Background: an optimization exercise with open tools, aiming at small area, a short achievable clock period and few clock cycles. Do not read the settings as production practice. The RTL was checked by simulation tests, not by an equivalence proof against the original design. No driver is modelled on the clock port, so clocking that relies on it looks cheaper here than on a real chip. Power is estimated from default activity; no workload was simulated.

## P
## top
module top(
    input clk,
    input rst,
    input [7:0] in_data,
    input in_valid,
    input storage_reset,
    output [11:0] out_data,
    output out_valid,
    output in_rdy,
    output [1:0] err_data,
    output err_valid
);
export LEC_CHECK = 0
export CAP_MARGIN = 20
export CORE_MARGIN = 2
export CORE_UTILIZATION = 40
export CTS_BUF_LIST = sky130_fd_sc_hd__clkbuf_8
export CTS_CLUSTER_DIAMETER = 200
export CTS_CLUSTER_SIZE = 50
export SLEW_MARGIN = 20
create_clock -name core_clock -period 100.0 [get_ports {clk}]
standard.sh (not shown) runs the stock make flow with config.mk's settings and CLKGATE_MAP_FILE= SYNTH_SCRIPT=/design/flow/synth_recipe.tcl, a recipe that flattens the netlist after the stock synthesis.
==> flow/flow/run.sh <==
#!/bin/bash
# Standard layout, with plain buffers (buf_1) on the ports.
bash standard.sh BUFFER_PORTS_ARGS="-buffer_cell sky130_fd_sc_hd__buf_1" finish > standard.log 2>&1
Testbench counts of P, summed over its fixed seeds: cycles 9,702.
Relative to P, the following input files were edited for Q:
Settings: removing CTS_CLUSTER_DIAMETER (formerly 200); removing CTS_CLUSTER_SIZE (formerly 50); removing CTS_BUF_LIST (formerly sky130_fd_sc_hd__clkbuf_8).
==> flow/flow/run.sh <==
#!/bin/bash
# Standard layout with plain port buffers and a small clock tree without dummy loads.
bash standard.sh BUFFER_PORTS_ARGS="-buffer_cell sky130_fd_sc_hd__buf_1" \
  CTS_ARGS="-sink_clustering_enable -repair_clock_nets -dont_use_dummy_load -sink_clustering_size 100 -sink_clustering_max_diameter 1000 -buf_list sky130_fd_sc_hd__clkbuf_16 -root_buf sky130_fd_sc_hd__clkbuf_16" \
  finish > standard.log 2>&1
Notes after the runs:
Min via count normalized by instance count across P and Q: P. Status: sequential power parity (Q, P). Q vs P: DRC violation total after the first TritonRoute iteration down slightly. Delta (Q minus P): fmax held steady, core utilization saw little to no change, total number of vias climbed 11.
--- input diff Q..R ---
==> flow/run.sh (new file) <==
#!/bin/bash
# synth_recipe.tcl (not shown) runs the flow's synth.tcl, then flattens the netlist and writes it again
# the make line also repeats each setting of config.mk as NAME=value (left out here)
make -C /OpenROAD-flow-scripts/flow DESIGN_CONFIG=/design/flow/config.mk WORK_HOME=/design/flow/orfs CLKGATE_MAP_FILE= SYNTH_SCRIPT=/design/flow/synth_recipe.tcl finish
removed: flow/flow/run.sh
removed: flow/standard.sh
## What came out
Higher static leakage goes to R over Q. R vs Q, slowest cell on the critical path: clkdlybuf4s50_1 vs dfxtp_1. Taking Q as the reference, in R number of fill cells closely matched the old numbers; maximum frequency lost 0.88 MHz; ratio of routed vias to standard cells decreased about 0.7%; proportion of layout cells with a drive suffix above 1 went up 1.0 points. Against Q, R comes in 3.9 points higher on layout-stage area growth over the synthesis result. Taking Q as the reference, in R time the worst path needs with I/O delays and setup has increased, routed wire length has increased.
Input changes introduced in S (baseline for comparison: R):
==> flow/flow/run.sh (new file) <==
#!/bin/bash
# The standard layout (the standard.sh, standard synthesis) with two
# changes: plain buf_1 cells as the port buffers, and a one-level clock tree
# built by flow/clock_tree.tcl before CTS (2 clkbuf_16 driving the
# flip-flops) instead of TritonCTS's H-tree.
export FLOW_CLK_BUFS=2
export FLOW_CLK_CELL=sky130_fd_sc_hd__clkbuf_16
bash standard.sh BUFFER_PORTS_ARGS="-buffer_cell sky130_fd_sc_hd__buf_1" \
  PRE_CTS_TCL="$PWD/flow/clock_tree.tcl" finish > standard.log 2>&1
==> flow/flow/clock_tree.tcl (new file) <==
# PRE_CTS hook: a one-level clock tree. The clock port drives a few clock
# buffers, each driving the flip-flops of one cluster (k-means on the
# flip-flop positions). TritonCTS then finds the clock net already buffered
# and leaves it alone.
proc my_clock_tree {nbuf cell} {
  set net [$block findNet clk]
  set pts {}
  foreach it [$net getITerms] {
    set b [[$it getInst] getBBox]
    lappend pts [list $it [expr {([$b xMin]+[$b xMax])/2.0}] [expr {([$b yMin]+[$b yMax])/2.0}]]
  }
  set pts [lsort -real -index 1 $pts]
  set n [llength $pts]
  # initial centres spread along x
  set cs {}
  for {set k 0} {$k < $nbuf} {incr k} {
    set p [lindex $pts [expr {int(($k + 0.5) * $n / $nbuf)}]]
    lappend cs [list [lindex $p 1] [lindex $p 2]]
  }
  for {set iter 0} {$iter < 30} {incr iter} {
    set groups {}
    for {set k 0} {$k < $nbuf} {incr k} { lappend groups {} }
    foreach p $pts {
      set best 0; set bd 1e30
      for {set k 0} {$k < $nbuf} {incr k} {
        set c [lindex $cs $k]
        set d [expr {abs([lindex $p 1]-[lindex $c 0]) + abs([lindex $p 2]-[lindex $c 1])}]
        if {$d < $bd} { set bd $d; set best $k }
      }
      lset groups $best [concat [lindex $groups $best] [list $p]]
    }
    set cs {}
    foreach g $groups {
      set sx 0; set sy 0
      foreach p $g { set sx [expr {$sx + [lindex $p 1]}]; set sy [expr {$sy + [lindex $p 2]}] }
      set m [expr {max(1, [llength $g])}]
      lappend cs [list [expr {$sx / $m}] [expr {$sy / $m}]]
    }
  }
  set dbu [$block getDbUnitsPerMicron]
  for {set k 0} {$k < $nbuf} {incr k} {
    set g [lindex $groups $k]
    if {[llength $g] == 0} continue
    set pins {}
    foreach p $g {
      set it [lindex $p 0]
      lappend pins [get_pins "[[$it getInst] getName]/[[$it getMTerm] getName]"]
    }
    set c [lindex $cs $k]
    insert_buffer -buffer_cell $cell -net clk -load_pins $pins \
      -location [list [expr {[lindex $c 0] / $dbu}] [expr {[lindex $c 1] / $dbu}]]
    puts "clock buffer $k: [llength $g] flip-flops"
  }
}
my_clock_tree $::env(FLOW_CLK_BUFS) $::env(FLOW_CLK_CELL)
==> flow/standard.sh (new file) <==
#!/bin/bash
# synth_recipe.tcl (not shown) runs the flow's synth.tcl, then flattens the netlist and writes it again
# the make line also repeats each setting of config.mk as NAME=value (left out here)
make -C /OpenROAD-flow-scripts/flow DESIGN_CONFIG=/design/flow/config.mk WORK_HOME=/design/flow/orfs CLKGATE_MAP_FILE= SYNTH_SCRIPT=/design/flow/synth_recipe.tcl "${@:-finish}"
removed: flow/run.sh
Results
S did not finish; a tool error ended it in 4_1_cts. Any difference in I/O pin total between R and S is small enough to ignore. Reported for S and R, number of placement rows turned out identical to the last digit. From R to S the numbers moved as follows: mean instance size in the synthesized netlist closely matched the old numbers; final weighted congestion of routability-driven global placement increased by about 2.4% relative to the old numbers; area after detailed placement decreased by 2.7% relative to the old numbers; adder-cell share of the synthesized area closely matched the old numbers; synthesized cell area closely matched the old numbers. Comparing S against R, there is no change at all in port buffer count. Worst slack at placement in S is 0.39 ns higher than in R.
diff inputs: S => T
==> flow/flow/run.sh <==
#!/bin/bash
# The standard layout (the standard.sh, standard synthesis) with two
# changes: plain buf_1 cells as the port buffers, and a one-level clock tree
# built by flow/clock_tree.tcl before CTS (4 clkbuf_16 driving the
# flip-flops) instead of TritonCTS's H-tree.
export FLOW_CLK_BUFS=4
export FLOW_CLK_CELL=sky130_fd_sc_hd__clkbuf_16
bash standard.sh BUFFER_PORTS_ARGS="-buffer_cell sky130_fd_sc_hd__buf_1" \
  PRE_CTS_TCL="$PWD/flow/clock_tree.tcl" finish > standard.log 2>&1
--- a/flow/flow/clock_tree.tcl
+++ b/flow/flow/clock_tree.tcl
@@ -4,4 +4,5 @@
 # and leaves it alone.
 proc my_clock_tree {nbuf cell} {
+  set block [ord::get_db_block]
   set net [$block findNet clk]
   set pts {}
==> comparison <==
As far as number of flops mapped to enable cells by yosys goes, S and T are indistinguishable; the numbers are identical.
T went all the way through the flow, and no timing, DRC or antenna check failed.
As far as area of the mapped netlist goes, T and S are indistinguishable; the numbers are identical.
Number of instances in the synthesized netlist came out exactly the same in T and S.
Mux share of post-synthesis cell area came out exactly the same in T and S.
From T to S, complex-gate fraction of the synthesized area did not move at all.

## port drivers added, routing unchanged
How much do the figures lean on ideal ports? The routed layouts below were timed once more, with nothing changed but the port constraints. Step 1 sets driving cells, clkbuf_16 on the clock port and buf_2 on the other inputs (assumed; they add their load-dependent delay and slew). Step 2 times the ports against the registers' clock, not the clock port: input delays grow and output delays shrink by t, the midpoint of the rising clock arrivals with the driver on. Three values: ideal, step 1, step 2; two values: the first two.
run	shift t [ns]	slack for setup (ns)	hold WS [ns]	pins driven straight from the clock port
P	0.402	78.913 / 78.881 / 79.090	0.505 / 0.505 / 0.505	1
Q	0.369	78.969 / 78.934 / 79.085	0.491 / 0.491 / 0.491	1
R	0.380	78.573 / 78.536 / 78.694	0.497 / 0.497 / 0.497	1
T	0.230	79.126 / 79.047 / 79.083	0.499 / 0.499 / 0.499	4
After both steps every run listed still meets setup and hold. For T, which loses most, drivers alone change the setup slack by -0.079 ns; drivers and shift together by -0.043 ns.
